From an optimization exercise on the open Yosys and OpenROAD flow, aimed at small area, a short achievable clock period and few clock cycles; shortcuts taken in it are not production practice.
Function was checked by simulation only, so behaviour that the tests miss may differ from the original.

**flow/config.mk**
```make
export PLATFORM = sky130hd
export DESIGN_NAME = alu_unit
export DESIGN_NICKNAME = alu_unit
export VERILOG_FILES = /design/flow/design.v
export SDC_FILE = /design/flow/constraint.sdc
export NUM_CORES = 4
export LEC_CHECK = 0
export ABC_AREA = 1
export CAP_MARGIN = 20
export CORE_MARGIN = 2
export CORE_UTILIZATION = 55
export SLEW_MARGIN = 20
```
**flow/constraint.sdc**
```tcl
create_clock -name core_clock -period 85.0 [get_ports {clk}]
set_input_delay 17.0000 -clock core_clock [delete_from_list [all_inputs] [get_ports {clk}]]
set_output_delay 17.0000 -clock core_clock [all_outputs]
set_load 0.01 [all_outputs]
```
**flow/design.v**
```verilog
module rca #(parameter N = 32) (
	input  [N-1:0] a,
	input  [N-1:0] b,
	input          ci,
	output [N-1:0] s,
	output         co
);
wire [N:0] c;
assign c[0] = ci;
genvar i;
generate for (i = 0; i < N; i = i + 1) begin : g
	assign s[i]   = a[i] ^ b[i] ^ c[i];
	assign c[i+1] = (a[i] & b[i]) | (a[i] & c[i]) | (b[i] & c[i]);
end endgenerate
assign co = c[N];
endmodule
module csa #(parameter N = 32) (
	input  [N-1:0] x,
	input  [N-1:0] y,
	input  [N-1:0] z,
	output [N-1:0] s,
	output [N-1:0] c
);
assign s = x ^ y ^ z;
wire [N-1:0] m = (x & y) | (x & z) | (y & z);
assign c = {m[N-2:0], 1'b0};
endmodule
module clz32 (
	input  [31:0] x,
	output reg [4:0] n
);
integer i;
always @(*) begin
	n = 5'd0;
	for (i = 0; i < 32; i = i + 1)
		if (x[i]) n = 5'd31 - i[4:0];
end
endmodule
module alu_unit (
	input  wire        clk,
	input  wire        rst,
	input  wire        start,
	input  wire [31:0] op1,
	input  wire [31:0] op2,
	input  wire [3:0]  selALU,
	output wire        done,
	output wire [31:0] result
);
reg [31:0] res;    
reg [31:0] ra;     
reg [31:0] rb;     
reg        rdone;
reg        busy;
reg        mdiv;   
reg        first;  
reg        fnot;   
reg        fone;   
reg [4:0]  cnt;    
assign result = res | (~ra & {32{fnot}}) | {32{fone}};
assign done   = rdone;
wire        inv = selALU[0] | selALU[3];
wire [32:0] s   = {1'b0, op1} + {1'b0, op2 ^ {32{inv}}} + {32'b0, inv};
wire        lt  = ~s[32];
wire        eq  = (op1 == op2);
wire        z1  = ~|op1;
wire        z2  = ~|op2;
wire is_addsub = (selALU[3:1] == 3'd0);
wire is_mul    = (selALU == 4'd2);
wire is_div    = (selALU == 4'd3);
wire is_not    = (selALU == 4'd6);
wire one       = ((selALU == 4'd10) &  eq)
               | ((selALU == 4'd11) & ~eq)
               | ((selALU == 4'd12) & ~lt & ~eq)
               | ((selALU == 4'd13) &  lt)
               | (is_div & z2);
wire mul_long  = is_mul & ~z1 & ~z2;
wire div_long  = is_div & ~z2 & ~lt;
wire [4:0] lza, lzb;
clz32 u_lza (.x(ra), .n(lza));
clz32 u_lzb (.x(rb), .n(lzb));
wire        swap = first & (lza > lzb);
wire [31:0] mx   = swap ? rb : ra;
wire [31:0] my   = swap ? ra : rb;
wire [31:0] pp0 = my[0] ? mx        : 32'd0;
wire [31:0] pp1 = my[1] ? (mx << 1) : 32'd0;
wire [31:0] pp2 = my[2] ? (mx << 2) : 32'd0;
wire [31:0] pp3 = my[3] ? (mx << 3) : 32'd0;
wire [31:0] s1, c1, s2, c2, s3, c3, mp;
wire        mco;
csa #(32) u_c1 (.x(res), .y(pp0), .z(pp1), .s(s1), .c(c1));
csa #(32) u_c2 (.x(s1),  .y(c1),  .z(pp2), .s(s2), .c(c2));
csa #(32) u_c3 (.x(s2),  .y(c2),  .z(pp3), .s(s3), .c(c3));
rca #(32) u_ma (.a(s3), .b(c3), .ci(1'b0), .s(mp), .co(mco));
wire mul_last = ~|my[31:4];
wire [4:0]  sh  = first ? (lzb - lza) : 5'd0;
wire [31:0] dv  = rb << sh;
wire [4:0]  ce  = first ? sh : cnt;
wire [31:0] dt;
wire        dge;
rca #(32) u_ds (.a(ra), .b(~dv), .ci(1'b1), .s(dt), .co(dge));
wire div_last = (ce == 5'd0);
always @(posedge clk) begin
	if (start) begin
		res   <= s[31:0] & {32{is_addsub}};
		ra    <= op1;
		rb    <= op2;
		mdiv  <= is_div;
		first <= 1'b1;
	end else begin
		first <= 1'b0;
		if (mdiv) begin
			res <= {res[30:0], dge};
			ra  <= dge ? dt : ra;
			rb  <= dv >> 1;
			cnt <= ce - 5'd1;
		end else begin
			res <= mp;
			ra  <= mx << 4;
			rb  <= my >> 4;
		end
	end
	fnot <= start & is_not;
	fone <= start & one;
	if (rst) begin
		rdone <= 1'b0;
		busy  <= 1'b0;
	end else if (start) begin
		rdone <= ~(mul_long | div_long);
		busy  <= mul_long | div_long;
	end else if (busy & (mdiv ? div_last : mul_last)) begin
		rdone <= 1'b1;
		busy  <= 1'b0;
	end else begin
		rdone <= 1'b0;
	end
end
endmodule
```
**flow/flow/run.sh**
```bash
#!/bin/bash
# Standard ORFS layout, with the timing repair steps asked to leave
# SETUP_SLACK_MARGIN ns of setup slack so that they work on the paths
# that set the achieved period. Constraints and clock are the standard flow's own.
set -euo pipefail
export SETUP_SLACK_MARGIN=$(cat flow/margin.txt)
bash standard.sh > standard.log 2>&1
```
**flow/flow/margin.txt**
```
66
```
**flow/standard.sh**
```bash
#!/bin/bash
# synth_recipe.tcl (not shown) runs the flow's synth.tcl, then flattens the netlist and writes it again
# the make line also repeats each setting of config.mk as NAME=value (left out here)
make -C /OpenROAD-flow-scripts/flow DESIGN_CONFIG=/design/flow/config.mk WORK_HOME=/design/flow/orfs CLKGATE_MAP_FILE= SYNTH_SCRIPT=/design/flow/synth_recipe.tcl "${@:-finish}"
```
==> summary.md, run 1 <==
| Metric | Value |
|---|---|
| Status | finished clean |
| Worst hold slack | 0.490 ns |
| Final Hold Violating Endpoints | 0 |
| Die Y | approximately 170 um |
| Minimum clock period | 19.63 ns |
| Via count | 14.9k |
| Post-synth ARST share | 0% |
| Crit Path Class | in2reg |
| Vias in the first global route | roughly 14k |
| Most frequent CP cell | nand2_2 |
| Via density | 6.04 |
| Critical path capture point type | flip-flop |
| Area Growth Syn to Fin | 19.9% |
| Post-Syn Area | 14,300 um^2 |
| WL met3 | 5660 um |
| Drt pass-1 iters | 8 |
| Clk root buf | clkbuf_16 |
| Post-Syn Instances | 2,006 |
| Max layer used | met5 |
| CTS tree | built |
| CTS buffer count | 9 |
| Type of the most critical hold path | reg2reg |
| Final setup viols | 0 |
| Gr ovfl total | 0 |
| Sequential share of the synthesized area | 17.7% |
| Row cnt | 58 |
| Fmax | 50.9 MHz |
| NumNets Final | 2,394 |
| Worst skew pair latency | 0.38 ns |
| RSZ-0062 raised after global routing | yes |
| Initial antenna violation count | 1 |
| Routability congestion estimate from global placement | 1.02 |
| Max Root-Sink Buffers | 2 |
| DRT antenna net count | 0 |
| Share of layout cells above drive strength 1 | 12.6% |
| Setup Skew | 0.0170 ns |
| DR iter-0 viols | between 2k and 2.5k |
| Mean Syn Cell Area | around 7 um^2 |
| Crit-path leading delay family | simple AND/OR/NAND/NOR gates |
| Cts hold-fix bufs | 0 |
| CP max-delay cell | fa_2 |
| Post-Syn Nets | roughly 2.3k |
| CP Data Arrival Time | ~20 ns |
| First-pass GRT wire length | 81,700 um |
| PortBufs | 103 |
| Routed wire length per instance | 21.8 um |
| Die X | about 170 um |
| Post-Route Utilization | 67.5% |
| Post-synth top flop | dfxtp_1 |
| Number of diodes | 0 |
| Synth area leader | fa_1 |
| Synth cell types | 53 |
| Largest net degree at the start of global routing | 69 |
| Core Region | about 25,000 um^2 |
| Fin crit share | 23.1% |
| Synth warn | 2 |
| Final TNS setup | 0 ns |
| Worst-path clk slew | around 0.090 ns |
| R2R Setup Slk | 66.02 ns |
| Cells taking the most area after synthesis | fa_1, nand2_1, dfxtp_1 |
| Startpoint Class | primary input |
| Die ar. | 27,200 um^2 |
| Slew Viols, Final | 0 |
| Starting Density | 56.3% |
| Drt total wl | 53,900 um |
| Met1 WL | 22,600 um |
| Max_slew headroom | 36.0% |
| I/O pin cnt | 104 |
| Tightest Pin Transition | 0.960 ns |
| CP required | ~85 ns |
| Gr usage total | 40.1% |
| Maximum level of the CTS H-tree | 3 |
| Metal2 WL | 23,600 um |
| Yosys reg bits | between 100 and 150 |
| DR DRC count | 0 |
| TritonCTS sink count | 107 |
| Number of max-cap violations | 0 |
| Synth top area share | 20.6% |
| EDFF count, synth | 38 |
| Buf/Inv on CP | 6 |
| Max incr delay on CP | 0.42 ns |
| DP HPWL | 40,600 um |
| Max FO, Critical Path | 5 |
worst paths after layout:
kind	from	cells after the start	endpoint
hold / removal	res[1]$_DFF_P_	2	res[2]$_DFF_P_
setup reg to reg	ra[1]$_DFFE_PP_	64	res[31]$_DFF_P_
setup / recovery	selALU[3]	27	res[24]$_DFF_P_
hold reg to reg	res[1]$_DFF_P_	2	res[2]$_DFF_P_
worst reg2reg max path: cells and delay by family, from the launching register on:
| family | cells | cell delay, ns |
|---|---|---|
| DFF | 1 | 0.38 |
| AOI/OAI and AO/OA | 7 | 1.79 |
| adders and majority gates | 31 | 13.89 |
| and+or+nand+nor | 15 | 1.42 |
| xor gates and xnor gates | 5 | 0.83 |
| buffers and inverters | 6 | 0.59 |
layout make-up:
cell class | instances | area, um^2
well taps | 330 | 413
flip-flops and latches | 107 | 2530
clock buffers | 11 | 243
inverters | 286 | 1100
fillers | 2252 | 8230
clock inverters | 5 | 60.1
multi-input cells | 1528 | 10700
repair buffers | 202 | 2010
layout by cell type (no fill, tap or decap), drive strengths merged, types with 2 or more instances in the layout:
master / n
mux2i: 26
o311ai: 3
edfxtp: 38
o21bai: 3
dfxtp: 69
buf: 102
clkdlybuf4s50: 79
fa: 147
nand2: 505
ha: 42
clkinv: 7
a22oi: 30
inv: 282
nand3: 45
a22o: 6
o21ai: 179
or2: 29
a21oi: 95
o211ai: 28
clkbuf: 13
nor3: 11
clkdlybuf4s15: 2
a31o: 2
o22ai: 4
nand4: 17
o221ai: 31
nor4: 35
dlygate4sd2: 14
nor2: 184
and3: 2
o21a: 3
o31ai: 3
a31oi: 13
xor2: 51
bufbuf: 2
a311oi: 2
xnor2: 22
a221oi: 2
cells in the mapped netlist (2+ instances only):
cell / count
a21oi_1: 92
a21oi_2: 2
a221oi_1: 2
a22o_1: 6
a22oi_1: 30
a311oi_1: 2
a31o_2: 2
a31oi_1: 12
and3_1: 2
buf_2: 11
buf_6: 6
clkbuf_1: 70
clkinv_1: 5
dfxtp_1: 69
edfxtp_1: 38
fa_1: 147
ha_1: 42
inv_1: 277
inv_2: 4
mux2i_1: 26
nand2_1: 495
nand2_2: 6
nand3_1: 45
nand4_1: 17
nor2_1: 182
nor2_2: 2
nor3_1: 11
nor4_1: 35
o211ai_1: 28
o21a_1: 3
o21ai_0: 142
o21ai_1: 32
o21ai_2: 5
o21bai_1: 3
o221ai_1: 31
o22ai_1: 4
o311ai_0: 3
o31ai_1: 3
or2_2: 29
xnor2_1: 22
xor2_1: 51
registers in the layout, indices dropped and copies added, names as in the netlist:
| signal | cells |
|---|---|
| fone | 1 |
| rdone | 1 |
| res | 32 |
| cnt | 5 |
| rb | 32 |
| fnot | 1 |
| busy | 1 |
| first | 1 |
| mdiv | 1 |
| ra | 32 |
per-layer routing:
metal,GRT usage [%],vias up
met4,15.0,2
met5,0,-
met2,60.2,840
met1,56.3,7134
li1,-,6825
met3,9.07,109
through the flow:
stage / area [um^2] / setup slack (ns) / instances
after floorplan: 14400 / 65.55 / 2006
after global placement: 15700 / 64.25 / 2388
after detailed placement: 15700 / 64.12 / 2389
after CTS: 16700 / 65.51 / 2439
after global routing: 17100 / 65.22 / 2469
final: 17100 / 65.37 / 2469
cells by family (layout without fill, tap and decap cells):
group                    Yosys count  after routing  share of synthesized area (%)
AND/OR/NAND/NOR                  827            830                           24.0
AO/OA/AOI/OAI                    410            410                           17.4
buffers and inverters            374            504                           10.3
adder cells (fa/ha/maj)          189            189                           24.3
flip-flops                       107            107                           17.7
XOR/XNOR                          73             73                           4.48
multiplexers                      26             26                           1.83
repair_timing:
action | in CTS | in global routing
gates cloned | 5 | 1
buffers inserted | 29 | 28
endpoints found under the hold margin | 0 | 0
setup endpoints to repair | 66 | 30
gates resized for setup | 134 | 50
pin swaps | 26 | 35
Testbench counts, summed over its fixed seeds: cycles 69,196.
==> inputs of run 2 (changes only) <==
==> flow/flow/margin.txt (replaced) <==
65
==> summary.md, run 2 <==
| Metric | Value |
|---|---|
| PortBufs | 103 (unchanged) |
| Via count | 14.5k (-2.5%) |
| Gr usage total | 38.7% (-1.4 points) |
| Setup Skew | 0.0190 ns (+0.00195 ns) |
| I/O pin cnt | 104 (unchanged) |
| Mean Syn Cell Area | 7.11 um^2 (unchanged) |
| Initial antenna violation count | 0 (-1) |
| Die Y | 165 um (unchanged) |
| Worst r2r src | ra[1]$_DFFE_PP_ |
| Post-Syn Nets | 2,266 (unchanged) |
| Max_slew headroom | 20.1% (-16 points) |
| Drt total wl | 52,000 um (-3.6%) |
| Synth cell types | 53 (unchanged) |
| Synth top area share | 20.6% (unchanged) |
| WHS Path Cells | 2 (unchanged) |
| Worst-path clk slew | 0.09 ns (about the same) |
| Hold path startpoint | busy$_SDFFE_PP0P_ |
| RR Endpoint | res[31]$_DFF_P_ |
| RSZ-0062 raised after global routing | yes |
| DRT antenna net count | 0 (unchanged) |
| Critical-path cell list | clkdlybuf4s50_1, ha_1, a21oi_1, nand2_1, nand2_1, nand2_1, a21oi_2, nor2_1, nor2_1, o21bai_1, nand2_1, nand2_1, nand2_1, o21ai_4, a21oi_2, o21ai_2, a21oi_2, inv_1, nand2_1, nand3_1, nand3_1, nand2_1 |
| Post-Place Cells | 2,389 (unchanged) |
| Largest net degree at the start of global routing | 68 (-1.4%) |
| Synth warn | 2 (unchanged) |
| Most frequent cells in the layout | nand2_1, inv_1, nor2_1, fa_1, o21ai_0 |
| DR iter-0 viols | 1,679 (-17%) |
| Final Hold Violating Endpoints | 0 (unchanged) |
| Routed wire length per instance | 21.4 um (-1.8%) |
| Fin crit share | 23.2% (+0.095 points) |
| DP HPWL | 40,200 um (-1.1%) |
| DR DRC count | 0 (unchanged) |
| Status | finished clean |
| Final TNS setup | 0 ns (unchanged) |
| Starting Density | 56.3% (unchanged) |
| Most frequent CP cell | nand2_1 |
| Count leader, synth | nand2_1 |
| Reg area | 2520 um^2 (-0.15%) |
| Multi-input gate area | 10,500 um^2 (-2.3%) |
| CP required | 85.26 ns (about the same) |
| Worst skew pair latency | 0.37 ns (about the same) |
| Buf/Inv on CP | 2 (-4) |
| Routability congestion estimate from global placement | 1.00 (-1.9%) |
| Synth area leader | fa_1 |
| Minimum clock period | 19.71 ns (+0.0807 ns) |
| Post-Syn Instances | 2,006 (unchanged) |
| NumNets Final | 2,349 (-1.9%) |
| Max incr delay on CP | 0.62 ns (+0.20 ns) |
| Slew Viols, Final | 0 (unchanged) |
| CTS tree | built |
| TritonCTS sink count | 107 (unchanged) |
| Number of max-cap violations | 0 (unchanged) |
| Crit Path Class | in2reg |
| Share of layout cells above drive strength 1 | 7.83% (-4.7 points) |
| Worst Reg-to-Reg Cells | 81 (+27%) |
| Sequential share of the synthesized area | 17.7% (unchanged) |
| Yosys reg bits | 107 (unchanged) |
| Vias in the first global route | 13.9k (-2.7%) |
| Maximum level of the CTS H-tree | 3 (unchanged) |
| Row cnt | 58 (unchanged) |
| First-pass GRT wire length | 79,300 um (-2.9%) |
| Filler cell count | 2,381 (+5.7%) |
| Post-Syn Area | 14,300 um^2 (unchanged) |
| R2R Setup Slk | 65.80 ns (-0.22 ns) |
| Registers with the most flip-flops | ra x32, rb x32, res x32 |
| Post-synth top flop | dfxtp_1 |
| Crit-path leading delay family | compound AO/OA/AOI/OAI gates |
| Area Growth Syn to Fin | 14.5% |
| Final setup viols | 0 (unchanged) |
| Worst hold slack | 0.488 ns (-0.00217 ns) |
| Startpoint Class | primary input |
| Max Root-Sink Buffers | 2 (unchanged) |
| Clk root buf | clkbuf_16 |
| Via density | 6.00 (-0.64%) |
| Hold EP | rdone$_SDFF_PP0_ |
| Fin cells | 2,424 (-1.8%) |
| Type of the most critical hold path | reg2reg |
| Cells taking the most area after synthesis | fa_1, nand2_1, dfxtp_1 |
| Core Region | 25,300 um^2 (unchanged) |
| Drt pass-1 iters | 5 (-3) |
| Post-synth top cells | nand2_1, inv_1, nor2_1 |
| Max FO, Critical Path | 4 (-1) |
| Die ar. | 27,200 um^2 (unchanged) |
| Gr ovfl total | 0 (unchanged) |
| Number of diodes | 0 (unchanged) |
| EDFF count, synth | 38 (unchanged) |
| Fmax | 50.7 MHz (-0.41%) |
| Critical path capture point type | flip-flop |
| CTS buffer count | 9 (unchanged) |
| CP max-delay cell | clkdlybuf4s50_1 |
| Post-synth ARST share | 0% (unchanged) |
| Post-Route Utilization | 64.5% (-3.0 points) |
| CP Data Arrival Time | 19.97 ns (+0.08 ns) |
| Commonest non-fill, non-tap cell in the layout | nand2_1 |
| Tightest Pin Transition | 1.19 ns (+0.227 ns) |
| Die X | 165 um (unchanged) |
==> run 2: cell counts after synthesis <==
No cell type changed its count.
==> run 2: cell families (layout without fill, tap and decap cells) <==
logic type | count (synthesis) | in the layout | share of synthesized area, %
adders and majority gates | 189 | 189 | 24.3
xor gates and xnor gates | 73 | 73 | 4.48
buffers and inverters | 374 | 459 | 10.3
AOI/OAI and AO/OA | 410 | 410 | 17.4
muxes | 26 | 26 | 1.83
and+or+nand+nor | 827 | 830 | 24.0
DFF | 107 | 107 | 17.7
==> run 2: timing repair <==
item	4_1_cts	5_1_grt
pin swaps	4	7
setup endpoints to repair	21	11
hold buffers	0	0
buffers inserted	8	6
gates resized for setup	18	46
cloned	1	4
hold endpoints to repair	0	0
==> run 2: tightest hold or removal path, stage by stage, from the launching register on <==
cell     delay (ns)
dfxtp_1        0.32
nand3_1        0.07
a21oi_1        0.05
==> run 2: how the worst max path moves through the flow <==
stage	from	endpoint	slack (ns)	cells past startpoint
3_3_place_gp	selALU[0]	res[26]$_DFF_P_	64.22	25
6_report	op1[3]	res[26]$_DFF_P_	65.29	22
2_1_floorplan	selALU[0]	res[26]$_DFF_P_	65.20	25
4_1_cts	op2[0]	res[28]$_DFF_P_	65.02	26
5_1_grt	ra[1]$_DFFE_PP_	res[31]$_DFF_P_	64.91	80
3_5_place_dp	selALU[0]	res[26]$_DFF_P_	64.17	25
==> run 2: final cells by class <==
type,instances,share of cell area (%)
multi-input cells,1528,64.3
flip-flops and latches,107,15.5
repair buffers,156,9.04
inverters,286,6.63
well taps,330,2.53
clock buffers,10,1.46
clock inverters,6,0.567
repair inverters,1,0.0307
==> run 2: through the flow <==
stage	setup WS [ns]	area (um^2)
final	65.29	16300
after global routing	64.91	16300
after global placement	64.22	15600
after detailed placement	64.17	15600
after CTS	65.02	16100
after floorplan	65.20	14300
==> run 2: metal layers <==
metal	vias up	global-route usage, %	routed length [um]
met5	-	0	101
met4	2	13.2	1660
met3	78	8.39	5730
met2	801	59.1	22600
met1	6945	54.5	21800
li1	6718	-	-
==> inputs of run 3 (changes only) <==
==> flow/flow/run.sh (replaced) <==
#!/bin/bash
# Standard ORFS layout, with two changes to how the layout is made:
# - the timing repair steps are asked to leave SETUP_SLACK_MARGIN ns of
#   setup slack (flow/margin.txt) so that they work on the paths that set
#   the achieved period;
# - the port buffers are plain buffers rather than delay cells.
# Constraints and clock are the standard flow's own.
set -euo pipefail
export SETUP_SLACK_MARGIN=$(cat flow/margin.txt)
export BUFFER_PORTS_ARGS="-buffer_cell sky130_fd_sc_hd__buf_1"
bash standard.sh > standard.log 2>&1
==> flow/flow/margin.txt (replaced) <==
65.5
==> summary.md, run 3 <==
| Metric | Value |
|---|---|
| Routability congestion estimate from global placement | 1.04 (+4.1%) |
| DP HPWL | 41,100 um (+2.2%) |
| Max incr delay on CP | 0.41 ns (-0.21 ns) |
| Post-Syn Nets | 2,266 (unchanged) |
| Post-synth top cells | nand2_1, inv_1, nor2_1 |
| Max FO, Critical Path | 6 (+2) |
| Synth top area share | 20.6% (unchanged) |
| I/O pin cnt | 104 (unchanged) |
| Area Growth Syn to Fin | 13.0% |
| Starting Density | 56.3% (unchanged) |
| Routed wire length per instance | 21.9 um (+2.0%) |
| Cells taking the most area after synthesis | fa_1, nand2_1, dfxtp_1 |
| Row cnt | 58 (unchanged) |
| CP Data Arrival Time | 20.06 ns (+0.09 ns) |
| CTS buffer count | 9 (unchanged) |
| Via density | 6.02 (+0.33%) |
| Clk root buf | clkbuf_16 |
| Worst hold slack | 0.515 ns (+0.0273 ns) |
| RSZ-0062 raised after global routing | yes |
| Post-Syn Area | 14,300 um^2 (unchanged) |
| Worst Setup SP | selALU[0] |
| Tightest Pin Transition | 1.05 ns (-0.133 ns) |
| Largest net degree at the start of global routing | 63 (-7.4%) |
| Maximum level of the CTS H-tree | 3 (unchanged) |
| Worst-path clk slew | 0.08 ns (about the same) |
| Crit Path Class | in2reg |
| Die Y | 165 um (unchanged) |
| PortBufs | 103 (unchanged) |
| Drt total wl | 53,500 um (+2.9%) |
| CP max-delay cell | ha_1 |
| Slew Viols, Final | 0 (unchanged) |
| Buf/Inv on CP | 18 (+16) |
| Initial antenna violation count | 0 (unchanged) |
| Final TNS setup | 0 ns (unchanged) |
| Gr usage total | 39.4% (+0.74 points) |
| Filler cell count | 2,445 (+2.7%) |
| Status | finished clean |
| CP required | 85.26 ns (about the same) |
| DRT antenna net count | 0 (unchanged) |
| Worst skew pair latency | 0.38 ns (about the same) |
| Final Hold Violating Endpoints | 0 (unchanged) |
| Critical path capture point type | flip-flop |
| NumNets Final | 2,370 (+0.89%) |
| Yosys reg bits | 107 (unchanged) |
| Max Root-Sink Buffers | 2 (unchanged) |
| Commonest non-fill, non-tap cell in the layout | nand2_1 |
| Hold path startpoint | res[1]$_DFF_P_ |
| Gr ovfl total | 0 (unchanged) |
| Die ar. | 27,200 um^2 (unchanged) |
| Worst r2r src | ra[1]$_DFFE_PP_ |
| DR iter-0 viols | 1,689 (+0.60%) |
| Core Region | 25,300 um^2 (unchanged) |
| Startpoint Class | primary input |
| Final setup viols | 0 (unchanged) |
| TritonCTS sink count | 107 (unchanged) |
| Synth area leader | fa_1 |
| R2R Setup Slk | 66.09 ns (+0.29 ns) |
| CTS tree | built |
| Post-synth top flop | dfxtp_1 |
| Type of the most critical hold path | reg2reg |
| Share of layout cells above drive strength 1 | 10.9% (+3.0 points) |
| Post-Syn Instances | 2,006 (unchanged) |
| Vias in the first global route | 13.9k (+0.18%) |
| Minimum clock period | 19.80 ns (+0.0921 ns) |
| Synth warn | 2 (unchanged) |
| Registers with the most flip-flops | ra x32, rb x32, res x32 |
| Drt pass-1 iters | 6 (+1) |
| DR DRC count | 0 (unchanged) |
| Post-synth ARST share | 0% (unchanged) |
| Number of max-cap violations | 0 (unchanged) |
| Die X | 165 um (unchanged) |
| Most frequent CP cell | buf_6 |
| Via count | 14.7k (+1.2%) |
| Synth cell types | 53 (unchanged) |
| Setup Skew | 0.0106 ns (-0.00841 ns) |
| Fmax | 50.5 MHz (-0.47%) |
| Most frequent cells in the layout | nand2_1, inv_1, nor2_1, fa_1, o21ai_0 |
| Mean Syn Cell Area | 7.11 um^2 (unchanged) |
| Crit-path leading delay family | buffers and inverters |
| First-pass GRT wire length | 79,900 um (+0.77%) |
| EDFF count, synth | 38 (unchanged) |
| Count leader, synth | nand2_1 |
| Max_slew headroom | 29.8% (+9.7 points) |
| Fin crit share | 23.3% (+0.11 points) |
| Sequential share of the synthesized area | 17.7% (unchanged) |
run 3: per-stage QoR:
stage / worst slack [ns] / std cells / cell area (um^2) / utilization, %
final: 65.20 / 2446 / 16100 / 63.6
after global routing: 65.13 / 2445 / 16100 / 63.6
after CTS: 65.35 / 2434 / 15800 / 62.2
after detailed placement: 64.30 / 2389 / 15000 / 59.2
after global placement: 64.33 / 2389 / 15000 / 59.2
after floorplan: 65.50 / 2006 / 14300 / -
run 3: timing repair:
item                                    4_1_cts  5_1_grt
cloned                                        2        2
hold buffers                                  0        0
pin swaps                                    10       31
gates resized for setup                      62       76
hold endpoints to repair                      0        0
setup buffers                                27        9
endpoints found under the setup margin       66       60
run 3: cells by family after synthesis:
| logic type | synth area share (%) |
|---|---|
| AO/OA/AOI/OAI | 17.4 |
| XOR/XNOR | 4.48 |
| multiplexers | 1.83 |
| adder cells (fa/ha/maj) | 24.3 |
| AND/OR/NAND/NOR | 24.0 |
| flip-flops | 17.7 |
| buffers and inverters | 10.3 |
run 3: layout make-up:
cell class | instances | area, um^2 | area share (%)
Clock buffer | 10 | 250 | 1.55
Tap cell | 330 | 413 | 2.56
Multi-Input combinational cell | 1528 | 10700 | 66.4
Inverter | 286 | 1090 | 6.77
Clock inverter | 6 | 61.3 | 0.380
Antenna cell | 1 | 2.50 | 0.0155
Sequential cell | 107 | 2520 | 15.7
Timing Repair Buffer | 178 | 1080 | 6.70
run 3: worst paths after layout:
kind,endpoint,cells after the start
min reg2reg,res[2]$_DFF_P_,2
max,res[4]$_DFF_P_,26
max reg2reg,res[31]$_DFF_P_,77
min,res[2]$_DFF_P_,2
run 3: tightest hold or removal path, cell delays in order, from the launching register on:
cell and delay [ns]:
dfxtp_1 0.36, a22oi_1 0.07, nand2_1 0.06
run 3: layer usage:
metal / global-route usage, % / share of wire (%)
met1: 56.4 / 42
met2: 60.6 / 44
met3: 6.43 / 11
met4: 13.6 / 3.4
met5: 0 / 0
==> inputs of run 4 (changes only) <==
==> flow/flow/margin.txt (replaced) <==
65
==> summary.md, run 4 <==
| Metric | Value |
|---|---|
| Post-synth top cells | nand2_1, inv_1, nor2_1 |
| Setup Skew | 0.0102 ns (-0.000380 ns) |
| Buf/Inv on CP | 3 (-15) |
| Synth warn | 2 (unchanged) |
| Placement Setup Slack | 64.54 ns (+0.239 ns) |
| Routed wire length per instance | 21.0 um (-3.9%) |
| PnR worst setup slack | 65.18 ns (-0.0227 ns) |
| CP max-delay cell | ha_1 |
| Mean Syn Cell Area | 7.11 um^2 (unchanged) |
| Post-synth ARST share | 0% (unchanged) |
| Worst-path clk slew | 0.08 ns (about the same) |
| Post-synth top flop | dfxtp_1 |
| I/O pin cnt | 104 (unchanged) |
| Post-Syn Area | 14,300 um^2 (unchanged) |
| Fin crit share | 23.3% (+0.027 points) |
| Placed cell area | 15,000 um^2 (+0.16%) |
| Core Region | 25,300 um^2 (unchanged) |
| DP HPWL | 39,900 um (-3.0%) |
| Startpoint Class | primary input |
| CP Data Arrival Time | 20.04 ns (-0.02 ns) |
| Slew Viols, Final | 0 (unchanged) |
| Max FO, Critical Path | 8 (+2) |
| Fin cells | 2,422 (-0.98%) |
| Type of the most critical hold path | reg2reg |
| Critical path capture point type | flip-flop |
| Most frequent cells in the layout | nand2_1, inv_1, nor2_1, fa_1, o21ai_0 |
| Final setup viols | 0 (unchanged) |
| Clk root buf | clkbuf_16 |
| Status | finished clean |
| Synth area leader | fa_1 |
| Synth top area share | 20.6% (unchanged) |
| Minimum clock period | 19.82 ns (+0.0227 ns) |
| WL met3 | 4970 um (-14%) |
| CTS tree | built |
| Routability congestion estimate from global placement | 1.05 (+1.3%) |
| Worst skew pair latency | 0.37 ns (about the same) |
| Post-Place Cells | 2,393 (+0.17%) |
| Post-Syn Instances | 2,006 (unchanged) |
| Post-Syn Nets | 2,266 (unchanged) |
| Crit Path Class | in2reg |
| Gr ovfl total | 0 (unchanged) |
| Max Root-Sink Buffers | 2 (unchanged) |
| Final Cell Area | 15,500 um^2 (-3.7%) |
| CP required | 85.22 ns (-0.04 ns) |
| RSZ-0062 raised after global routing | yes |
| Gr usage total | 37.5% (-1.9 points) |
| Final Hold Violating Endpoints | 0 (unchanged) |
| Max incr delay on CP | 0.27 ns (-0.14 ns) |
| Final TNS setup | 0 ns (unchanged) |
| PortBufs | 103 (unchanged) |
| Tightest Pin Transition | 1.15 ns (+0.101 ns) |
| Row cnt | 58 (unchanged) |
| Max_slew headroom | 23.1% (-6.7 points) |
| DR DRC count | 0 (unchanged) |
| First-pass GRT wire length | 76,900 um (-3.7%) |
| Count leader, synth | nand2_1 |
| TritonCTS sink count | 107 (unchanged) |
| DR iter-0 viols | 1,678 (-0.65%) |
| Cells taking the most area after synthesis | fa_1, nand2_1, dfxtp_1 |
| Via count | 14.4k (-1.9%) |
| Die X | 165 um (unchanged) |
| Cts hold-fix bufs | 0 (unchanged) |
| Synth cell types | 53 (unchanged) |
| Fmax | 50.4 MHz (-0.11%) |
| Most frequent CP cell | nand2_1 |
| Registers with the most flip-flops | ra x32, rb x32, res x32 |
| Number of diodes | 0 (-1) |
| Drt total wl | 50,900 um (-4.9%) |
| Sequential share of the synthesized area | 17.7% (unchanged) |
| Met1 WL | 22,100 um (-0.93%) |
| Area Growth Syn to Fin | 8.85% |
| Maximum level of the CTS H-tree | 3 (unchanged) |
| Crit-path leading delay family | simple AND/OR/NAND/NOR gates |
| Die ar. | 27,200 um^2 (unchanged) |
| Vias in the first global route | 13.4k (-3.5%) |
| Max layer used | met4 |
| NumNets Final | 2,347 (-0.97%) |
| Number of max-cap violations | 0 (unchanged) |
| Drt pass-1 iters | 5 (-1) |
| Critical-path cell list | buf_1, inv_2, nand2_8, xnor2_1, inv_1, ha_1, nand2_1, o21ai_2, nand2_2, a21oi_4, a31oi_1, o21ai_2, nand2_1, nand2_2, nand2_1, nand2_2, nand2_1, nand2_2, nand4_1, nand2_1, nand2_1, nand3_1, o221ai_1 |
| Initial antenna violation count | 0 (unchanged) |
| Yosys reg bits | 107 (unchanged) |
| Via density | 5.96 (-0.97%) |
| Commonest non-fill, non-tap cell in the layout | nand2_1 |
| Metal2 WL | 22,700 um (-3.7%) |
| EDFF count, synth | 38 (unchanged) |
| DRT antenna net count | 0 (unchanged) |
| Die Y | 165 um (unchanged) |
| Share of layout cells above drive strength 1 | 7.03% (-3.8 points) |
| Starting Density | 56.3% (unchanged) |
| CTS buffer count | 9 (unchanged) |
| Largest net degree at the start of global routing | 76 (+21%) |
## run 4: logic make-up after synthesis
family,synth area share (%)
AOI/OAI and AO/OA,17.4
xor gates and xnor gates,4.48
adders and majority gates,24.3
buffers and inverters,10.3
DFF,17.7
muxes,1.83
and+or+nand+nor,24.0
## run 4: final cells by class
cell class	instances	area, um^2
Clock inverter	6	71.3
Timing Repair Buffer	155	791
Tap cell	330	413
Multi-Input combinational cell	1528	10400
Sequential cell	107	2520
Fill cell	2522	9800
Clock buffer	10	229
Inverter	286	1070
## run 4: repair_timing
action | CTS | global route
endpoints found under the setup margin | 5 | 13
resized for setup | 3 | 27
gates cloned | 0 | 3
buffers inserted | 0 | 10
pin swaps | 0 | 4
## run 4: tightest hold or removal path, stage by stage (launching register included)
cell	delay (ns)
dfxtp_1	0.35
a22oi_1	0.07
nand2_1	0.06
## run 4: path summary, 6_finish.rpt
| path | from | to | slack [ns] | cells past startpoint |
|---|---|---|---|---|
| setup / recovery | selALU[3] | res[31]$_DFF_P_ | 65.18 | 23 |
| hold / removal | res[1]$_DFF_P_ | res[2]$_DFF_P_ | 0.51 | 2 |
| setup reg to reg | ra[3]$_DFFE_PP_ | res[31]$_DFF_P_ | 65.67 | 61 |
| hold reg to reg | res[1]$_DFF_P_ | res[2]$_DFF_P_ | 0.51 | 2 |
## run 4: stage by stage
stage          hold WS (ns)  util (%)
2_1_floorplan         0.446         -
3_3_place_gp          0.469      59.3
3_5_place_dp          0.490      59.3
4_1_cts               0.507      60.6
5_1_grt               0.545      61.3
6_report              0.513      61.3
## run 4: routing by layer
layer | track usage [%] | vias to the layer above
met4 | 9.09 | 0
met5 | 0 | -
met2 | 57.7 | 731
met3 | 6.35 | 59
li1 | - | 6726
met1 | 55.1 | 6923
==> inputs of run 5 (changes only) <==
--- a/flow/design.v
+++ b/flow/design.v
@@ -29,10 +29,32 @@
 	input  [31:0] x,
-	output reg [4:0] n
+	output [4:0]  n
 );
-integer i;
-always @(*) begin
-	n = 5'd0;
-	for (i = 0; i < 32; i = i + 1)
-		if (x[i]) n = 5'd31 - i[4:0];
-end
+wire [15:0] v0;
+wire [15:0] n0;
+wire [7:0]  v1;
+wire [15:0] n1;
+wire [3:0]  v2;
+wire [11:0] n2;
+wire [1:0]  v3;
+wire [7:0]  n3;
+genvar i;
+generate
+	for (i = 0; i < 16; i = i + 1) begin : l0
+		assign v0[i] = x[2*i+1] | x[2*i];
+		assign n0[i] = ~x[2*i+1];
+	end
+	for (i = 0; i < 8; i = i + 1) begin : l1
+		assign v1[i]         = v0[2*i+1] | v0[2*i];
+		assign n1[2*i+1:2*i] = v0[2*i+1] ? {1'b0, n0[2*i+1]} : {1'b1, n0[2*i]};
+	end
+	for (i = 0; i < 4; i = i + 1) begin : l2
+		assign v2[i]         = v1[2*i+1] | v1[2*i];
+		assign n2[3*i+2:3*i] = v1[2*i+1] ? {1'b0, n1[4*i+3:4*i+2]} : {1'b1, n1[4*i+1:4*i]};
+	end
+	for (i = 0; i < 2; i = i + 1) begin : l3
+		assign v3[i]         = v2[2*i+1] | v2[2*i];
+		assign n3[4*i+3:4*i] = v2[2*i+1] ? {1'b0, n2[6*i+5:6*i+3]} : {1'b1, n2[6*i+2:6*i]};
+	end
+endgenerate
+assign n = v3[1] ? {1'b0, n3[7:4]} : {1'b1, n3[3:0]};
 endmodule
==> flow/flow/margin.txt (replaced) <==
65.3
==> summary.md, run 5 <==
| Metric | Value |
|---|---|
| Final Hold Violating Endpoints | 0 (unchanged) |
| Setup Skew | 0.0143 ns (+0.00408 ns) |
| Die X | 167 um (+1.0%) |
| Placed cell area | 15,200 um^2 (+1.2%) |
| Compound-cell area share of the yosys netlist | 17.6% (+0.20 points) |
| Post-synth ARST share | 0% (unchanged) |
| Post-Syn Nets | 2,423 (+6.9%) |
| Via density | 6.15 (+3.2%) |
| Number of max-cap violations | 0 (unchanged) |
| TritonCTS sink count | 107 (unchanged) |
| Startpoint Class | primary input |
| WL met3 | 5500 um (+11%) |
| Final setup viols | 0 (unchanged) |
| Mean Syn Cell Area | 6.73 um^2 (-5.3%) |
| Die Y | 167 um (+1.0%) |
| Final TNS setup | 0 ns (unchanged) |
| Share of layout cells above drive strength 1 | 3.11% (-3.9 points) |
| Worst Setup SP | selALU[0] |
| Max FO, Critical Path | 32 (+24) |
| Metal2 WL | 25,300 um (+12%) |
| Combinational family with the most area after synthesis | simple AND/OR/NAND/NOR gates |
| Post-synthesis mux area share | 0.550% (-1.3 points) |
| Commonest non-fill, non-tap cell in the layout | nand2_1 |
| Clk root buf | clkbuf_16 |
| Minimum clock period | 19.43 ns (-0.390 ns) |
| Routed wire length per instance | 22.5 um (+7.1%) |
| Critical path capture point type | flip-flop |
| Synth warn | 1 (-1) |
| Cts hold-fix bufs | 0 (unchanged) |
| Synth Area in XOR/XNOR | 3.79% (-0.70 points) |
| Gr ovfl total | 0 (unchanged) |
| Initial antenna violation count | 3 (+3) |
| Post-Place Cells | 2,536 (+6.0%) |
| DRT antenna net count | 0 (unchanged) |
| Fin crit share | 22.9% (-0.46 points) |
| Post-Synth Simple-Gate Area | 25.7% (+1.7 points) |
| Synth top area share | 20.2% (-0.43 points) |
| Worst-path clk slew | 0.09 ns (about the same) |
| Post-Route Utilization | 59.9% (-1.4 points) |
| Fmax | 51.5 MHz (+2.0%) |
| Synth cell types | 43 (-19%) |
| Via count | 15.7k (+8.9%) |
| PnR worst setup slack | 65.57 ns (+0.390 ns) |
| Met1 WL | 22,600 um (+2.0%) |
| Slew Viols, Final | 0 (unchanged) |
| First-pass GRT wire length | 87,900 um (+14%) |
| Gr usage total | 41.6% (+4.0 points) |
| Max Root-Sink Buffers | 2 (unchanged) |
| Post-Syn Area | 14,600 um^2 (+2.1%) |
| Die ar. | 27,800 um^2 (+2.1%) |
| Drt pass-1 iters | 6 (+1) |
| Tightest Pin Transition | 1.20 ns (+0.0466 ns) |
| Worst skew pair latency | 0.38 ns (about the same) |
| DR DRC count | 0 (unchanged) |
| CP Data Arrival Time | 19.72 ns (-0.32 ns) |
| Max layer used | met5 |
| DR iter-0 viols | 1,990 (+19%) |
| Adder-cell share of the synthesized area | 23.8% (-0.51 points) |
| Final Cell Area | 15,600 um^2 (+0.62%) |
| Starting Density | 55.9% (-0.41 points) |
| Vias in the first global route | 14.8k (+11%) |
| Row cnt | 59 (+1.7%) |
| Status | finished clean |
| Maximum level of the CTS H-tree | 3 (unchanged) |
| Registers with the most flip-flops | ra x32, rb x32, res x32 |
| Post-synth top flop | dfxtp_1 |
| Drt total wl | 57,500 um (+13%) |
| Count leader, synth | nand2_1 |
| Placement Setup Slack | 64.79 ns (+0.248 ns) |
| Post-Syn Instances | 2,163 (+7.8%) |
| Type of the most critical hold path | reg2reg |
| RSZ-0062 raised after global routing | no |
| I/O pin cnt | 104 (unchanged) |
| Routability congestion estimate from global placement | 1.06 (+0.27%) |
| Hold path startpoint | busy$_SDFFE_PP0P_ |
| Sequential share of the synthesized area | 17.3% (-0.37 points) |
| Cells taking the most area after synthesis | fa_1, nand2_1, dfxtp_1 |
| Worst r2r src | ra[7]$_DFFE_PP_ |
| Yosys reg bits | 107 (unchanged) |
| NumNets Final | 2,474 (+5.4%) |
| Most frequent cells in the layout | nand2_1, inv_1, nor2_1, o21ai_0, fa_1 |
| CTS buffer count | 9 (unchanged) |
| CP required | 85.29 ns (+0.07 ns) |
| EDFF count, synth | 38 (unchanged) |
| Post-synth top cells | nand2_1, inv_1, nor2_1 |
| Synth area leader | fa_1 |
| DP HPWL | 45,400 um (+14%) |
| Core Region | 26,100 um^2 (+2.9%) |
| Area Growth Syn to Fin | 7.22% |
| Fin cells | 2,556 (+5.5%) |
| Worst hold slack | 0.488 ns (-0.0246 ns) |
| Crit Path Class | in2reg |
| CTS tree | built |
| PortBufs | 103 (unchanged) |
| Largest net degree at the start of global routing | 85 (+12%) |
| Max_slew headroom | 19.2% (-3.8 points) |
run 5: routing by layer:
| layer | up-vias | global-route usage [%] |
|---|---|---|
| met4 | 2 | 24.9 |
| met5 | - | 0 |
| li1 | 7071 | - |
| met3 | 256 | 7.22 |
| met1 | 7395 | 54.8 |
| met2 | 999 | 64.3 |
run 5: timing repair:
item	CTS	global route
setup buffers	0	2
cloned	0	0
pin swaps	0	0
gates resized for setup	1	33
endpoints found under the setup margin	4	10
run 5: cells by family (layout without fill, tap and decap cells):
kind of cell    after synthesis  after routing
buf+inv                     426            482
compound gates              441            441
fa+ha+maj                   189            189
other cells                   0              2
flops                       107            107
mux                           8              8
xor+xnor                     63             63
simple gates                929            929
run 5: layout make-up:
type,instances,area (um^2)
antenna,2,5.00
clock buffer,9,225
clock inverter,7,68.8
fill,2611,10400
inverter,340,1280
multi-input combinational,1630,10500
sequential,107,2520
tap,335,419
timing repair buffer,126,584
run 5: final timing paths:
check / to / slack [ns] / depth (start not counted)
min: busy$_SDFFE_PP0P_ / 0.49 / 2
max reg2reg: res[31]$_DFF_P_ / 66.11 / 59
max: busy$_SDFFE_PP0P_ / 65.57 / 17
min reg2reg: busy$_SDFFE_PP0P_ / 0.49 / 2
run 5: worst max-delay path, cell delays in order:
cell and delay [ns]:
buf_1 0.14, inv_1 0.11, nand2_2 0.10, buf_12 0.22
o21ai_0 0.20, fa_1 0.49, o21ai_2 0.21, nand2_1 0.07
nand2_1 0.13, nand2_1 0.07, nand2_1 0.18, nand3_1 0.16
nand2_1 0.16, nand3_1 0.08, nand3_1 0.15, nand2_1 0.08
a21oi_1 0.11
Testbench counts of run 5, summed over its fixed seeds: cycles 69,196.
==> inputs of run 6 (changes only) <==
==> flow/flow/margin.txt (replaced) <==
65.5
--- a/flow/config.mk
+++ b/flow/config.mk
@@ -10,3 +10,4 @@
 export CORE_MARGIN = 2
-export CORE_UTILIZATION = 55
+export CORE_UTILIZATION = 65
 export SLEW_MARGIN = 20
+export TNS_END_PERCENT = 0
==> summary.md, run 6 <==
| Metric | Value |
|---|---|
| Die ar. | 23,600 um^2 (-15%) |
| CTS buffer count | 9 (unchanged) |
| Via density | 6.47 (+5.2%) |
| Largest net degree at the start of global routing | 66 (-22%) |
| Drt pass-1 iters | 8 (+2) |
| Post-Place Cells | 2,482 (-2.1%) |
| Final setup viols | 0 (unchanged) |
| EDFF count, synth | 38 (unchanged) |
| Starting Density | 66.5% (+11 points) |
| Routed wire length per instance | 22.3 um (-0.97%) |
| Most frequent cells in the layout | nand2_1, inv_1, nor2_1, o21ai_0, fa_1 |
| Post-Syn Nets | 2,423 (unchanged) |
| Max_slew headroom | 10.0% (-9.2 points) |
| Row cnt | 54 (-8.5%) |
| Initial antenna violation count | 0 (-3) |
| Gr ovfl total | 0 (unchanged) |
| Multi-input gate area | 10,500 um^2 (+0.29%) |
| Post-Syn Instances | 2,163 (unchanged) |
| Count leader, synth | nand2_1 |
| Reg area | 2520 um^2 (unchanged) |
| Crit-path leading delay family | simple AND/OR/NAND/NOR gates |
| RSZ-0062 raised after global routing | yes |
| Via count | 16.2k (+3.0%) |
| PortBufs | 103 (unchanged) |
| I/O pin cnt | 104 (unchanged) |
| CP max-delay cell | nor4_1 |
| DR iter-0 viols | 2,563 (+29%) |
| DR DRC count | 0 (unchanged) |
| Routability congestion estimate from global placement | 1.13 (+6.8%) |
| Registers with the most flip-flops | ra x32, rb x32, res x32 |
| Type of the most critical hold path | reg2reg |
| Post-synth top flop | dfxtp_1 |
| Share of layout cells above drive strength 1 | 3.51% (+0.40 points) |
| Area Growth Syn to Fin | 6.99% |
| Worst skew pair latency | 0.38 ns (about the same) |
| Tightest Pin Transition | 1.34 ns (+0.137 ns) |
| DRT antenna net count | 0 (unchanged) |
| Synth top area share | 20.2% (unchanged) |
| Most frequent CP cell | nand2_1 |
| Slew Viols, Final | 0 (unchanged) |
| Status | finished clean |
| TritonCTS sink count | 107 (unchanged) |
| Setup Skew | 0.0118 ns (-0.00245 ns) |
| Mean Syn Cell Area | 6.73 um^2 (unchanged) |
| Max Root-Sink Buffers | 2 (unchanged) |
| NumNets Final | 2,477 (+0.12%) |
| Post-synth ARST share | 0% (unchanged) |
| Gr usage total | 47.2% (+5.6 points) |
| Buf/Inv on CP | 4 (+1) |
| Vias in the first global route | 15.4k (+3.7%) |
| Synth area leader | fa_1 |
| Sequential share of the synthesized area | 17.3% (unchanged) |
| Maximum level of the CTS H-tree | 3 (unchanged) |
| Minimum clock period | 19.36 ns (-0.0766 ns) |
| Number of max-cap violations | 0 (unchanged) |
| Final Hold Violating Endpoints | 0 (unchanged) |
| Clk root buf | clkbuf_16 |
| First-pass GRT wire length | 85,700 um (-2.6%) |
| Fmax | 51.7 MHz (+0.40%) |
| Commonest non-fill, non-tap cell in the layout | nand2_1 |
| Post-Syn Area | 14,600 um^2 (unchanged) |
| Final TNS setup | 0 ns (unchanged) |
| CP required | 85.29 ns (about the same) |
| Fin cells | 2,502 (-2.1%) |
| Core Region | 21,900 um^2 (-16%) |
| Synth cell types | 43 (unchanged) |
| Drt total wl | 55,700 um (-3.1%) |
| Worst-path clk slew | 0.08 ns (about the same) |
| Max incr delay on CP | 0.45 ns (-0.04 ns) |
| Startpoint Class | primary input |
| Number of diodes | 0 (-2) |
| Critical path capture point type | flip-flop |
| Yosys reg bits | 107 (unchanged) |
| CP Data Arrival Time | 19.65 ns (-0.07 ns) |
| Cells taking the most area after synthesis | fa_1, nand2_1, dfxtp_1 |
| Die Y | 154 um (-7.8%) |
| Post-synth top cells | nand2_1, inv_1, nor2_1 |
| Synth warn | 1 (unchanged) |
| Crit Path Class | in2reg |
| Die X | 154 um (-7.8%) |
| Max FO, Critical Path | 32 (unchanged) |
| DP HPWL | 43,200 um (-4.8%) |
| Fin crit share | 22.8% (-0.090 points) |
| CTS tree | built |
| Filler cell count | 1,872 (-28%) |
| Critical-path cell list | buf_1, inv_1, nand2_2, buf_12, xor2_1, ha_1, nand2_1, nor2_1, inv_1, nor4_1, a21oi_1, nand2_1, nand3_1, nand3_1, nand2_1, a21oi_1 |
-- run 6: cells by family after synthesis --
kind of cell	synth area share [%]
adder cells (fa/ha/maj)	23.8
multiplexers	0.550
AO/OA/AOI/OAI	17.6
flip-flops	17.3
XOR/XNOR	3.79
AND/OR/NAND/NOR	25.7
buffers and inverters	11.2
-- run 6: worst paths after layout --
kind | from | endpoint | slack [ns] | cells past startpoint
max reg2reg | ra[15]$_DFFE_PP_ | res[31]$_DFF_P_ | 66.05 | 58
min | busy$_SDFFE_PP0P_ | busy$_SDFFE_PP0P_ | 0.50 | 2
min reg2reg | busy$_SDFFE_PP0P_ | busy$_SDFFE_PP0P_ | 0.50 | 2
max | selALU[0] | busy$_SDFFE_PP0P_ | 65.64 | 16
-- run 6: through the flow --
| step | utilization [%] | hold WS, ns | worst slack [ns] | cell area, um^2 |
|---|---|---|---|---|
| after floorplan | - | 0.452 | 65.61 | 14600 |
| after global placement | 69.2 | 0.467 | 64.72 | 15100 |
| after detailed placement | 69.2 | 0.482 | 64.61 | 15100 |
| after CTS | 70.5 | 0.493 | 65.48 | 15400 |
| after global routing | 71.2 | 0.525 | 65.48 | 15600 |
| final | 71.2 | 0.496 | 65.64 | 15600 |
-- run 6: repair_timing --
| item | 4_1_cts | 5_1_grt |
|---|---|---|
| setup endpoints to repair | 19 | 15 |
| buffers inserted | 0 | 3 |
| hold buffers | 0 | 0 |
| pin swaps | 0 | 1 |
| cloned | 0 | 1 |
| gates resized for setup | 7 | 33 |
-- run 6: area by class of cell --
class | count | area share, %
Clock buffer | 9 | 1.45
Clock inverter | 7 | 0.377
Inverter | 340 | 8.27
Multi-Input combinational cell | 1631 | 67.6
Sequential cell | 107 | 16.2
Tap cell | 280 | 2.25
Timing Repair Buffer | 128 | 3.85
-- run 6: tightest hold or removal path, cell delays in order, from the launching register on --
cell and delay, ns:
dfxtp_1 0.32, nand3_1 0.08, a21oi_1 0.06
-- run 6: per-layer routing --
metal	wire, um	share of wire, %	vias up	global-route usage [%]
li1	-	-	7073	-
met1	19200	34	7383	59.1
met2	24000	43	1390	73.0
met3	7530	14	351	11.0
met4	4950	8.9	0	31.4
met5	0	0	-	0
==> inputs of run 7 (changes only) <==
==> flow/flow/margin.txt (replaced) <==
65.9
==> summary.md, run 7 <==
| Metric | Value |
|---|---|
| CTS tree | built |
| Registers with the most flip-flops | ra x32, rb x32, res x32 |
| Post-Syn Instances | 2,163 (unchanged) |
| Post-synth top cells | nand2_1, inv_1, nor2_1 |
| Worst skew pair latency | 0.37 ns (about the same) |
| Max FO, Critical Path | 8 (-75%) |
| Row cnt | 54 (unchanged) |
| CP required | 85.26 ns (-0.03 ns) |
| TritonCTS sink count | 107 (unchanged) |
| Most frequent cells in the layout | nand2_1, inv_1, nor2_1, o21ai_0, fa_1 |
| Placed cell area | 15,100 um^2 (-0.15%) |
| First-pass GRT wire length | 83,800 um (-2.2%) |
| Final Hold Violating Endpoints | 0 (unchanged) |
| DRT antenna net count | 0 (unchanged) |
| Crit Path Class | in2reg |
| Fin cells | 2,513 (+0.44%) |
| Initial antenna violation count | 1 (+1) |
| Routability congestion estimate from global placement | 1.10 (-2.9%) |
| Fin crit share | 22.4% (-0.32 points) |
| Via density | 6.36 (-1.8%) |
| Startpoint Class | primary input |
| PnR worst setup slack | 65.92 ns (+0.275 ns) |
| Clk root buf | clkbuf_16 |
| Die ar. | 23,600 um^2 (unchanged) |
| Drt total wl | 55,900 um (+0.27%) |
| Starting Density | 66.5% (unchanged) |
| Maximum level of the CTS H-tree | 3 (unchanged) |
| I/O pin cnt | 104 (unchanged) |
| Setup Skew | 0.00892 ns (-0.00291 ns) |
| Number of max-cap violations | 0 (unchanged) |
| Slew Viols, Final | 0 (unchanged) |
| Tightest Pin Transition | 1.25 ns (-0.0856 ns) |
| Count leader, synth | nand2_1 |
| Fmax | 52.4 MHz (+1.4%) |
| Yosys reg bits | 107 (unchanged) |
| DP HPWL | 43,500 um (+0.61%) |
| Placement Setup Slack | 64.63 ns (+0.0271 ns) |
| Area Growth Syn to Fin | 9.09% |
| Via count | 16.0k (-1.3%) |
| Critical path capture point type | flip-flop |
| Type of the most critical hold path | reg2reg |
| Max_slew headroom | 15.8% (+5.8 points) |
| Synth cell types | 43 (unchanged) |
| Status | finished clean |
| CTS buffer count | 9 (unchanged) |
| Synth warn | 1 (unchanged) |
| Cells taking the most area after synthesis | fa_1, nand2_1, dfxtp_1 |
| Die Y | 154 um (unchanged) |
| Synth area leader | fa_1 |
| Routed wire length per instance | 22.2 um (-0.17%) |
| Share of layout cells above drive strength 1 | 5.69% (+2.2 points) |
| Sequential share of the synthesized area | 17.3% (unchanged) |
| Core Region | 21,900 um^2 (unchanged) |
| DR iter-0 viols | 2,409 (-6.0%) |
| Minimum clock period | 19.08 ns (-0.275 ns) |
| Worst Reg-to-Reg Cells | 55 (-5.2%) |
| Largest net degree at the start of global routing | 74 (+12%) |
| Post-synth ARST share | 0% (unchanged) |
| PortBufs | 103 (unchanged) |
| Mean Syn Cell Area | 6.73 um^2 (unchanged) |
| RSZ-0062 raised after global routing | yes |
| NumNets Final | 2,488 (+0.44%) |
| Synth top area share | 20.2% (unchanged) |
| Worst hold slack | 0.494 ns (-0.00191 ns) |
| Vias in the first global route | 14.9k (-3.2%) |
| EDFF count, synth | 38 (unchanged) |
| Commonest non-fill, non-tap cell in the layout | nand2_1 |
| Post-Route Utilization | 72.6% (+1.4 points) |
| Post-Place Cells | 2,479 (-0.12%) |
| Drt pass-1 iters | 8 (unchanged) |
| Post-Syn Area | 14,600 um^2 (unchanged) |
| CP Data Arrival Time | 19.35 ns (-0.30 ns) |
| Gr ovfl total | 0 (unchanged) |
| Post-Syn Nets | 2,423 (unchanged) |
| Max Root-Sink Buffers | 2 (unchanged) |
| Final setup viols | 0 (unchanged) |
| Post-synth top flop | dfxtp_1 |
| WHS Path Cells | 2 (unchanged) |
| Filler cell count | 1,884 (+0.64%) |
| Die X | 154 um (unchanged) |
| Gr usage total | 46.4% (-0.81 points) |
| DR DRC count | 0 (unchanged) |
| Final TNS setup | 0 ns (unchanged) |
| Worst-path clk slew | 0.08 ns (about the same) |
| Number of diodes | 0 (unchanged) |
| Final Cell Area | 15,900 um^2 (+2.0%) |
-- run 7: logic make-up (layout without fill, tap and decap cells) --
group	Yosys count	after routing	synth area share, %
AND/OR/NAND/NOR	929	932	25.7
AO/OA/AOI/OAI	441	441	17.6
buffers and inverters	426	493	11.2
adder cells (fa/ha/maj)	189	189	23.8
flip-flops	107	107	17.3
XOR/XNOR	63	63	3.79
multiplexers	8	8	0.550
-- run 7: layout make-up --
class                      instances  area, um^2  share of cell area [%]
clock buffer                      10         229                    1.44
clock inverter                     6        60.1                   0.378
inverter                         340        1290                    8.13
multi-input combinational       1633       10800                    67.7
sequential                       107        2520                    15.9
tap                              280         350                    2.20
timing repair buffer             137         674                    4.24
-- run 7: routing by layer --
metal | up-vias | track usage [%] | share of wire [%]
met4 | 0 | 28.0 | 7.9
met1 | 7268 | 58.0 | 35
met3 | 294 | 10.7 | 13
li1 | 7116 | - | -
met2 | 1305 | 73.2 | 44
met5 | - | 0 | 0
-- run 7: final timing paths --
path         slack (ns)               from           endpoint
max               65.92          selALU[0]    res[25]$_DFF_P_
min reg2reg        0.49  busy$_SDFFE_PP0P_  busy$_SDFFE_PP0P_
max reg2reg       66.49   ra[14]$_DFFE_PP_    res[31]$_DFF_P_
min                0.49  busy$_SDFFE_PP0P_  busy$_SDFFE_PP0P_
-- run 7: worst max-delay path, cell delays in order --
cell and delay, ns:
clkbuf_2 0.18, inv_8 0.09, nand2_8 0.14, xor2_1 0.25, inv_1 0.08, ha_1 0.28
nand2_1 0.08, o21ai_4 0.26, a21o_1 0.28, nand3_1 0.10, nand2_1 0.15, nand2_1 0.15
nand2_1 0.11, nand2_1 0.05, nand3_1 0.08, nand2_1 0.06
-- run 7: timing repair --
action | CTS | global route
setup buffers | 0 | 15
hold buffers | 0 | 0
gates cloned | 1 | 2
pin swaps | 1 | 9
endpoints found under the setup margin | 31 | 23
gates resized for setup | 17 | 78
==> inputs of run 8 (changes only) <==
==> flow/flow/margin.txt (replaced) <==
65.5
--- a/flow/config.mk
+++ b/flow/config.mk
@@ -12,2 +12 @@
 export SLEW_MARGIN = 20
-export TNS_END_PERCENT = 0
==> summary.md, run 8 <==
| Metric | Value |
|---|---|
| EDFF count, synth | 38 (unchanged) |
| NumNets Final | 2,477 (-0.44%) |
| Final Hold Violating Endpoints | 0 (unchanged) |
| Share of layout cells above drive strength 1 | 3.38% (-2.3 points) |
| Adder-cell share of the synthesized area | 23.8% (unchanged) |
| Max Root-Sink Buffers | 2 (unchanged) |
| PortBufs | 103 (unchanged) |
| Synth area leader | fa_1 |
| Minimum clock period | 19.38 ns (+0.300 ns) |
| Startpoint Class | primary input |
| Fin crit share | 22.8% (+0.35 points) |
| Combinational family with the most area after synthesis | simple AND/OR/NAND/NOR gates |
| Routability congestion estimate from global placement | 1.13 (+3.0%) |
| Setup Skew | 0.0112 ns (+0.00229 ns) |
| Post-synth top flop | dfxtp_1 |
| Maximum level of the CTS H-tree | 3 (unchanged) |
| Final setup viols | 0 (unchanged) |
| Worst hold slack | 0.497 ns (+0.00233 ns) |
| Sequential share of the synthesized area | 17.3% (unchanged) |
| Post-synth ARST share | 0% (unchanged) |
| Via count | 16.2k (+1.3%) |
| Routed wire length per instance | 22.2 um (about the same) |
| Drt total wl | 55,700 um (-0.42%) |
| RSZ-0062 raised after global routing | yes |
| Count leader, synth | nand2_1 |
| Gr ovfl total | 0 (unchanged) |
| Row cnt | 54 (unchanged) |
| Post-Syn Instances | 2,163 (unchanged) |
| Type of the most critical hold path | reg2reg |
| Tightest Pin Transition | 1.39 ns (+0.139 ns) |
| DRT antenna net count | 0 (unchanged) |
| Synth warn | 1 (unchanged) |
| Die Y | 154 um (unchanged) |
| Gr usage total | 47.2% (+0.86 points) |
| I/O pin cnt | 104 (unchanged) |
| DP HPWL | 43,200 um (-0.61%) |
| Synth Area in XOR/XNOR | 3.79% (unchanged) |
| Via density | 6.47 (+1.7%) |
| Buf/Inv on CP | 3 (unchanged) |
| Max_slew headroom | 6.41% (-9.4 points) |
| Most frequent CP cell | nand2_1 |
| Final TNS setup | 0 ns (unchanged) |
| Area Growth Syn to Fin | 6.93% |
| Commonest non-fill, non-tap cell in the layout | nand2_1 |
| Worst skew pair latency | 0.38 ns (about the same) |
| Drt pass-1 iters | 7 (-1) |
| CTS buffer count | 9 (unchanged) |
| CP Data Arrival Time | 19.67 ns (+0.32 ns) |
| Slew Viols, Final | 0 (unchanged) |
| Vias in the first global route | 15.4k (+3.5%) |
| Post-Syn Nets | 2,423 (unchanged) |
| Cells taking the most area after synthesis | fa_1, nand2_1, dfxtp_1 |
| Core Region | 21,900 um^2 (unchanged) |
| Number of max-cap violations | 0 (unchanged) |
| Die X | 154 um (unchanged) |
| CTS tree | built |
| First-pass GRT wire length | 85,700 um (+2.3%) |
| Registers with the most flip-flops | ra x32, rb x32, res x32 |
| Worst-path clk slew | 0.08 ns (about the same) |
| Critical-path cell list | buf_1, inv_1, nand2_2, buf_12, o21ai_0, fa_2, o21ai_4, nand2_1, nand2_1, nand2_1, nand2_2, nand3_2, nand2_1, nand3_1, nand3_1, nand2_1, a21oi_1 |
| Crit Path Class | in2reg |
| Fmax | 51.6 MHz (-1.5%) |
| Synth cell types | 43 (unchanged) |
| Yosys reg bits | 107 (unchanged) |
| Post-synthesis mux area share | 0.550% (unchanged) |
| Status | finished clean |
| Cts hold-fix bufs | 0 (unchanged) |
| Critical path capture point type | flip-flop |
| Mean Syn Cell Area | 6.73 um^2 (unchanged) |
| Post-Syn Area | 14,600 um^2 (unchanged) |
| Post-synth top cells | nand2_1, inv_1, nor2_1 |
| Initial antenna violation count | 0 (-1) |
| Number of diodes | 0 (unchanged) |
| DR DRC count | 0 (unchanged) |
| Starting Density | 66.5% (unchanged) |
| Most frequent cells in the layout | nand2_1, inv_1, nor2_1, o21ai_0, fa_1 |
| DR iter-0 viols | 2,577 (+7.0%) |
| CP required | 85.29 ns (+0.03 ns) |
| Post-Synth Simple-Gate Area | 25.7% (unchanged) |
| Clk root buf | clkbuf_16 |
| Max incr delay on CP | 0.45 ns (+0.17 ns) |
| Crit-path leading delay family | simple AND/OR/NAND/NOR gates |
| Die ar. | 23,600 um^2 (unchanged) |
| Synth top area share | 20.2% (unchanged) |
| CP max-delay cell | fa_2 |
| TritonCTS sink count | 107 (unchanged) |
| Compound-cell area share of the yosys netlist | 17.6% (unchanged) |
| Max FO, Critical Path | 32 (+24) |
| Largest net degree at the start of global routing | 66 (-11%) |
[run 8: per-stage QoR]
stage               worst slack (ns)  instances  cell area [um^2]  util [%]
finish                         65.62       2502             15600      71.2
global route                   65.49       2502             15600      71.2
CTS                            65.53       2498             15400      70.6
detailed placement             64.61       2482             15100      69.2
global placement               64.72       2482             15100      69.2
floorplan                      65.61       2163             14600         -
[run 8: tightest hold or removal path, stage by stage (launching register included)]
cell	delay, ns
dfxtp_1	0.32
nand3_1	0.08
a21oi_1	0.06
[run 8: per-layer routing]
layer	wire length [um]	track usage, %	part of all wire [%]
met1	19000	59.3	34
met2	24100	73.1	43
met3	7440	10.4	13
met4	5100	31.9	9.2
met5	0	0	0
[run 8: worst paths after layout]
path,start,end,slack [ns],depth (start not counted)
max,selALU[0],busy$_SDFFE_PP0P_,65.62,17
min reg2reg,busy$_SDFFE_PP0P_,busy$_SDFFE_PP0P_,0.50,2
max reg2reg,ra[15]$_DFFE_PP_,res[31]$_DFF_P_,66.04,58
min,busy$_SDFFE_PP0P_,busy$_SDFFE_PP0P_,0.50,2
[run 8: logic make-up (layout without fill, tap and decap cells)]
family,after synthesis,after routing
and+or+nand+nor,929,930
AOI/OAI and AO/OA,441,441
buffers and inverters,426,484
adders and majority gates,189,189
DFF,107,107
xor gates and xnor gates,63,63
muxes,8,8
[run 8: cell type report]
class / count / area (um^2)
Clock buffer: 9 / 225
Clock inverter: 7 / 58.8
Fill cell: 1878 / 6310
Inverter: 340 / 1290
Multi-Input combinational cell: 1631 / 10500
Sequential cell: 107 / 2520
Tap cell: 280 / 350
Timing Repair Buffer: 128 / 599
[run 8: repair_timing]
item,4_1_cts,5_1_grt
resized for setup,8,30
cloned,0,1
setup endpoints to repair,19,15
buffers inserted,0,3
pin swaps,0,1

afterwards: timing with drivers on the ports:
How much do the figures lean on ideal ports? The routed layouts below were timed once more, with nothing changed but the port constraints.
Step 1, drivers: a clkbuf_16 drives clk and a buf_2 each remaining input, both assumed.
Step 2 moves the port delays by t, midway between the first and last clock arrival at a register: inputs arrive t later, outputs are due t later. That takes back most of the time a late clock gives input paths.
a / b / c = no drivers / after step 1 / after step 2; a / b = the first two.
run | t (ns) | slack for setup (ns) | worst register clock-pin slew, ns
run 1 | 0.421 | 65.373 / 65.376 / 64.955 | 0.09 / 0.09
run 2 | 0.410 | 65.292 / 65.319 / 64.909 | 0.09 / 0.09
run 3 | 0.419 | 65.200 / 65.201 / 64.782 | 0.08 / 0.08
run 4 | 0.419 | 65.177 / 65.201 / 64.782 | 0.09 / 0.09
run 5 | 0.423 | 65.567 / 65.596 / 65.173 | 0.10 / 0.10
run 6 | 0.427 | 65.644 / 65.674 / 65.247 | 0.09 / 0.09
run 7 | 0.420 | 65.918 / 65.946 / 65.526 | 0.09 / 0.09
run 8 | 0.422 | 65.619 / 65.645 / 65.223 | 0.09 / 0.09
After both steps setup and hold are still met in every run listed.
